This is an optimization exercise on Yosys and OpenROAD, whose aim is small area, not a production implementation.
The RTL was checked by simulation tests, not by an equivalence proof against the original design.
No driver is modelled on the clock port, so clock power and skew are understated where the tree is cut down; a real chip needs a root buffer or a tree.
Power is estimated from default activity; no workload was simulated.

==> flow/design.v <==
module uart_baud(
                 input  clk,
                 input  reset_n,
                 output tick);
   localparam [15:0] INV = 16'b0101010101010011;
   reg  [15:0] x;
   wire [15:0] a = x ^ INV;
   wire [16:4] c;
   wire [15:0] n;
   wire k2 = a[1] & a[0];
   wire k3 = a[2] | k2;
   assign n[0] = ~a[0];
   assign n[1] = a[1] ^ a[0];
   assign n[2] = ~(a[2] ^ k2);
   assign n[3] = ~(a[3] ^ k3);
   assign c[4] = a[3] | k3;
   genvar i;
   generate for (i = 4; i < 16; i = i + 1) begin : g
      assign n[i]   = a[i] ^ c[i];
      assign c[i+1] = a[i] & c[i];
   end endgenerate
   always @(posedge clk or negedge reset_n)
     if (!reset_n)
       x <= 16'hfff3 ^ INV;
     else
       x <= n ^ INV;
   assign tick = c[16];
endmodule
module hello(
             input  clk_50,
             input  reset_n,
             output tx);
   wire       tick;
   reg  [3:0] phase;
   reg  [4:0] byte_idx;
   uart_baud baud(.clk(clk_50), .reset_n(reset_n), .tick(tick));
   wire done    = &byte_idx[4:1];                
   wire in_gap  = ~phase[3] & phase[2] & ~(phase[1] & phase[0]);
   wire advance = (tick | in_gap) & ~done;
   wire wrap    = &phase;
   always @(posedge clk_50 or negedge reset_n)
     if (!reset_n) begin
        phase    <= 4'b0101;
        byte_idx <= 5'd10;
     end else if (advance) begin
        phase <= wrap ? 4'b0011 : phase + 4'd1;
        if (wrap)
          byte_idx <= byte_idx + 5'd1;
     end
   reg [7:0] char;
   always @*
     case (byte_idx)
       5'd10: char = "H";
       5'd11: char = "e";
       5'd12: char = "l";
       5'd13: char = "l";
       5'd14: char = "o";
       5'd15: char = ",";
       5'd16: char = " ";
       5'd17: char = "e";
       5'd18: char = "v";
       5'd19: char = "e";
       5'd20: char = "r";
       5'd21: char = "y";
       5'd22: char = "w";
       5'd23: char = "e";
       5'd24: char = "e";
       5'd25: char = "k";
       5'd26: char = "s";
       5'd27: char = "!";
       5'd28: char = 8'h0d;
       5'd29: char = 8'h0a;
       default: char = 8'h00;
     endcase
   assign tx = phase[3] ? char[phase[2:0]] : ~(phase[2] & phase[1] & phase[0]);
endmodule
export LEC_CHECK = 0
export CAP_MARGIN = 20
export CORE_AREA = 3 3 71 71
export DIE_AREA = 0 0 74 74
export GPL_TIMING_DRIVEN = 0
export SLEW_MARGIN = 20
create_clock -name core_clock -period 20.0 [get_ports {clk_50}]
standard.sh (not shown) runs the stock make flow with config.mk's settings and CLKGATE_MAP_FILE= SYNTH_SCRIPT=/design/flow/synth_recipe.tcl, a recipe that flattens the netlist after the stock synthesis.
==> flow/flow/run.sh <==
#!/bin/bash
# Own layout flow: the standard synthesis, then the combinational logic
# between the standard synthesis's flip-flops is mapped again by ABC for area
# (the flip-flop instances are kept exactly as synthesised), the result is
# proved equivalent to the standard netlist, and the standard ORFS flow lays it
# out, with the port buffers and the clock tree set in flow/knobs.sh. Each tool
# writes its full output to a log file here.
set -euo pipefail
W=$PWD
R=$W/orfs/results/$FLOW_PLATFORM/hello/base
LIB=$FLOW_HOME/platforms/$FLOW_PLATFORM/lib/sky130_fd_sc_hd__tt_025C_1v80.lib
ROUNDS=${ROUNDS:-2}
SEEDS=${SEEDS:-16}
ABC_TIME=${ABC_TIME:-30}

bash standard.sh synth > $W/log_synth_standard.log 2>&1
cp $R/1_2_yosys.v $W/netlist_standard.v

python3 flow/gen_unmap.py $LIB > $W/unmap.v

# resynth IN OUT SEED: map the logic of netlist IN again, write OUT
resynth() {
  local in=$1 out=$2 seed=$3
  sed -e "s/@SEED@/$seed/" -e "s/@TIME@/$ABC_TIME/" flow/area.abc > $out.abc
  cat > $out.ys <<EOF
read_liberty -lib $LIB
read_verilog $in
hierarchy -top $FLOW_TOP
techmap -map $W/unmap.v
techmap
opt -purge
abc -script $out.abc -liberty $LIB -dont_use *probe* -dont_use *lpflow*
opt_clean -purge
hilomap -singleton -hicell sky130_fd_sc_hd__conb_1 HI -locell sky130_fd_sc_hd__conb_1 LO
splitnets
opt_clean -purge
tee -o $out.stat stat -liberty $LIB
write_verilog -noattr -nohex -nodec $out
EOF
  yosys -l $out.log $out.ys > /dev/null 2>&1 || rm -f $out
}

area_of() { grep "Chip area" $1.stat | tail -1 | awk '{print $NF}'; }

best=$W/netlist_standard.v
bestarea=$(grep "Chip area" $R/../../../../reports/$FLOW_PLATFORM/hello/base/synth_stat.txt | tail -1 | awk '{print $NF}')
echo "standard synthesis area $bestarea"
for round in $(seq 1 $ROUNDS); do
  src=$best
  for i in $(seq 1 $SEEDS); do
    seed=$(( (round - 1) * SEEDS + i ))
    resynth $src $W/netlist_r${round}_s${seed}.v $seed &
    if (( i % NUM_CORES == 0 )); then wait; fi
  done
  wait
  for i in $(seq 1 $SEEDS); do
    seed=$(( (round - 1) * SEEDS + i ))
    f=$W/netlist_r${round}_s${seed}.v
    [[ -f $f ]] || continue
    a=$(area_of $f)
    echo "round $round seed $seed area $a"
    if awk "BEGIN{exit !($a < $bestarea)}"; then best=$f; bestarea=$a; fi
  done
  echo "after round $round: $best area $bestarea"
done

# prove the chosen netlist computes the same next state and output as the
# standard one (same flip-flops, same names)
cat > $W/equiv.ys <<EOF
read_liberty -lib $LIB
read_verilog $W/netlist_standard.v
rename $FLOW_TOP gold
read_verilog $best
rename $FLOW_TOP gate
hierarchy -check
techmap -map $W/unmap.v
techmap
opt_clean
rename -hide w:_*_
equiv_make gold gate equiv
hierarchy -top equiv
equiv_simple
equiv_status -assert
EOF
if [[ $best != $W/netlist_standard.v ]] && yosys -l $W/log_equiv.log $W/equiv.ys > /dev/null 2>&1; then
  echo "equivalence proved; using $best"
  cp $best $R/1_2_yosys.v
  rm -f $R/1_synth.odb $R/1_synth.sdc
else
  echo "keeping the standard netlist"
fi

[[ -f flow/knobs.sh ]] && source flow/knobs.sh
bash standard.sh finish > $W/log_layout.log 2>&1
==> flow/flow/knobs.sh <==
# port buffers: buf_1
export BUFFER_PORTS_ARGS="-buffer_cell sky130_fd_sc_hd__buf_1"
# clock: TritonCTS runs as usual, then post_cts.tcl replaces its tree with
# MY_CLK_LEAVES buffers driven by the clock port, each driving a group of
# registers
export POST_CTS_TCL=$PWD/flow/post_cts.tcl
export MY_CLKBUF=sky130_fd_sc_hd__buf_4
export MY_CLK_LEAVES=2
# the output port's buffer: buf_1
export POST_GLOBAL_PLACE_TCL=$PWD/flow/post_gpl.tcl
==> flow/flow/post_gpl.tcl <==
# The output port's buffer only drives the port's 0.01 pF load: use the
# smallest buffer for it.
set block [ord::get_db_block]
set small [[ord::get_db] findMaster sky130_fd_sc_hd__buf_1]
foreach bt [$block getBTerms] {
  if {[$bt getIoType] ne "OUTPUT"} continue
  foreach it [[$bt getNet] getITerms] {
    if {[$it isOutputSignal]} {
      set inst [$it getInst]
      puts "output port [$bt getName]: buffer [$inst getName] -> buf_1"
      $inst swapMaster $small
    }
  }
}
Other scripts of this flow, unchanged in this note and not shown: flow/flow/area.abc, flow/flow/gen_unmap.py, flow/flow/post_cts.tcl
The starting point finished clean.
Rerun with:
--- a/flow/flow/run.sh
+++ b/flow/flow/run.sh
@@ -13 +13 @@
-SEEDS=${SEEDS:-16}
+SEEDS=${SEEDS:-8}
--- a/flow/flow/knobs.sh
+++ b/flow/flow/knobs.sh
@@ -1,2 +1,2 @@
-# port buffers: buf_1
-export BUFFER_PORTS_ARGS="-buffer_cell sky130_fd_sc_hd__buf_1"
+# port buffers: buf_2 (the reset input drives every register)
+export BUFFER_PORTS_ARGS="-buffer_cell sky130_fd_sc_hd__buf_2"
@@ -9,2 +8,0 @@
-# the output port's buffer: buf_1
-export POST_GLOBAL_PLACE_TCL=$PWD/flow/post_gpl.tcl
- CORE_AREA: 3 3 71 71 -> unset
- CORE_MARGIN: unset -> 2
- CORE_UTILIZATION: unset -> 40
- DIE_AREA: 0 0 74 74 -> unset
removed: flow/flow/post_gpl.tcl
Outcome:
- total power hardly moves
- design area goes down by 1.6%
- register-to-register slack barely changes
- hold slack is about the same
- global-route usage climbs by 6.6 points
- routed wire length stays flat
Rerun with:
- CORE_AREA: unset -> 3 3 71 71
- CORE_MARGIN: 2 -> unset
- CORE_UTILIZATION: 40 -> unset
- DIE_AREA: unset -> 0 0 74 74
=>
- total power went down by 0.84%
- first-iteration DRC count is higher by 120%
- critical path depth stays the same
- area after synthesis does not change
- setup slack degrades by 0.16 ns
- via count grows by 5.0%
No run of this note takes its clock network from TritonCTS; it comes from the design's own scripts or RTL.

-- afterwards: timing with drivers on the ports --
The flow's constraints put no driver on any port. The routed layouts listed below were extracted and timed again, unchanged, in two steps. Step 1, drivers: a clkbuf_16 drives clk_50 and a buf_2 each remaining input, both assumed. Step 2 adds t to the input delays and takes it off the output delays; t is the mean of the earliest and latest rising clock arrival at the registers after step 1. Input paths then give back, and output paths get back, about the clock's delay inside the block. Three values: ideal ports, drivers, drivers and shift; two values: the first two.
| run | t (ns) | setup slack, ns | latest minus earliest clock arrival (ns) |
|---|---|---|---|
| the first run | 0.173 | 14.163 / 14.137 / 14.310 | 0.012 / 0.012 |
| the second run | 0.175 | 14.046 / 14.018 / 14.193 | 0.004 / 0.004 |
| the third run | 0.172 | 13.883 / 13.857 / 14.029 | 0.006 / 0.006 |
After both steps setup and hold are still met in every run listed.
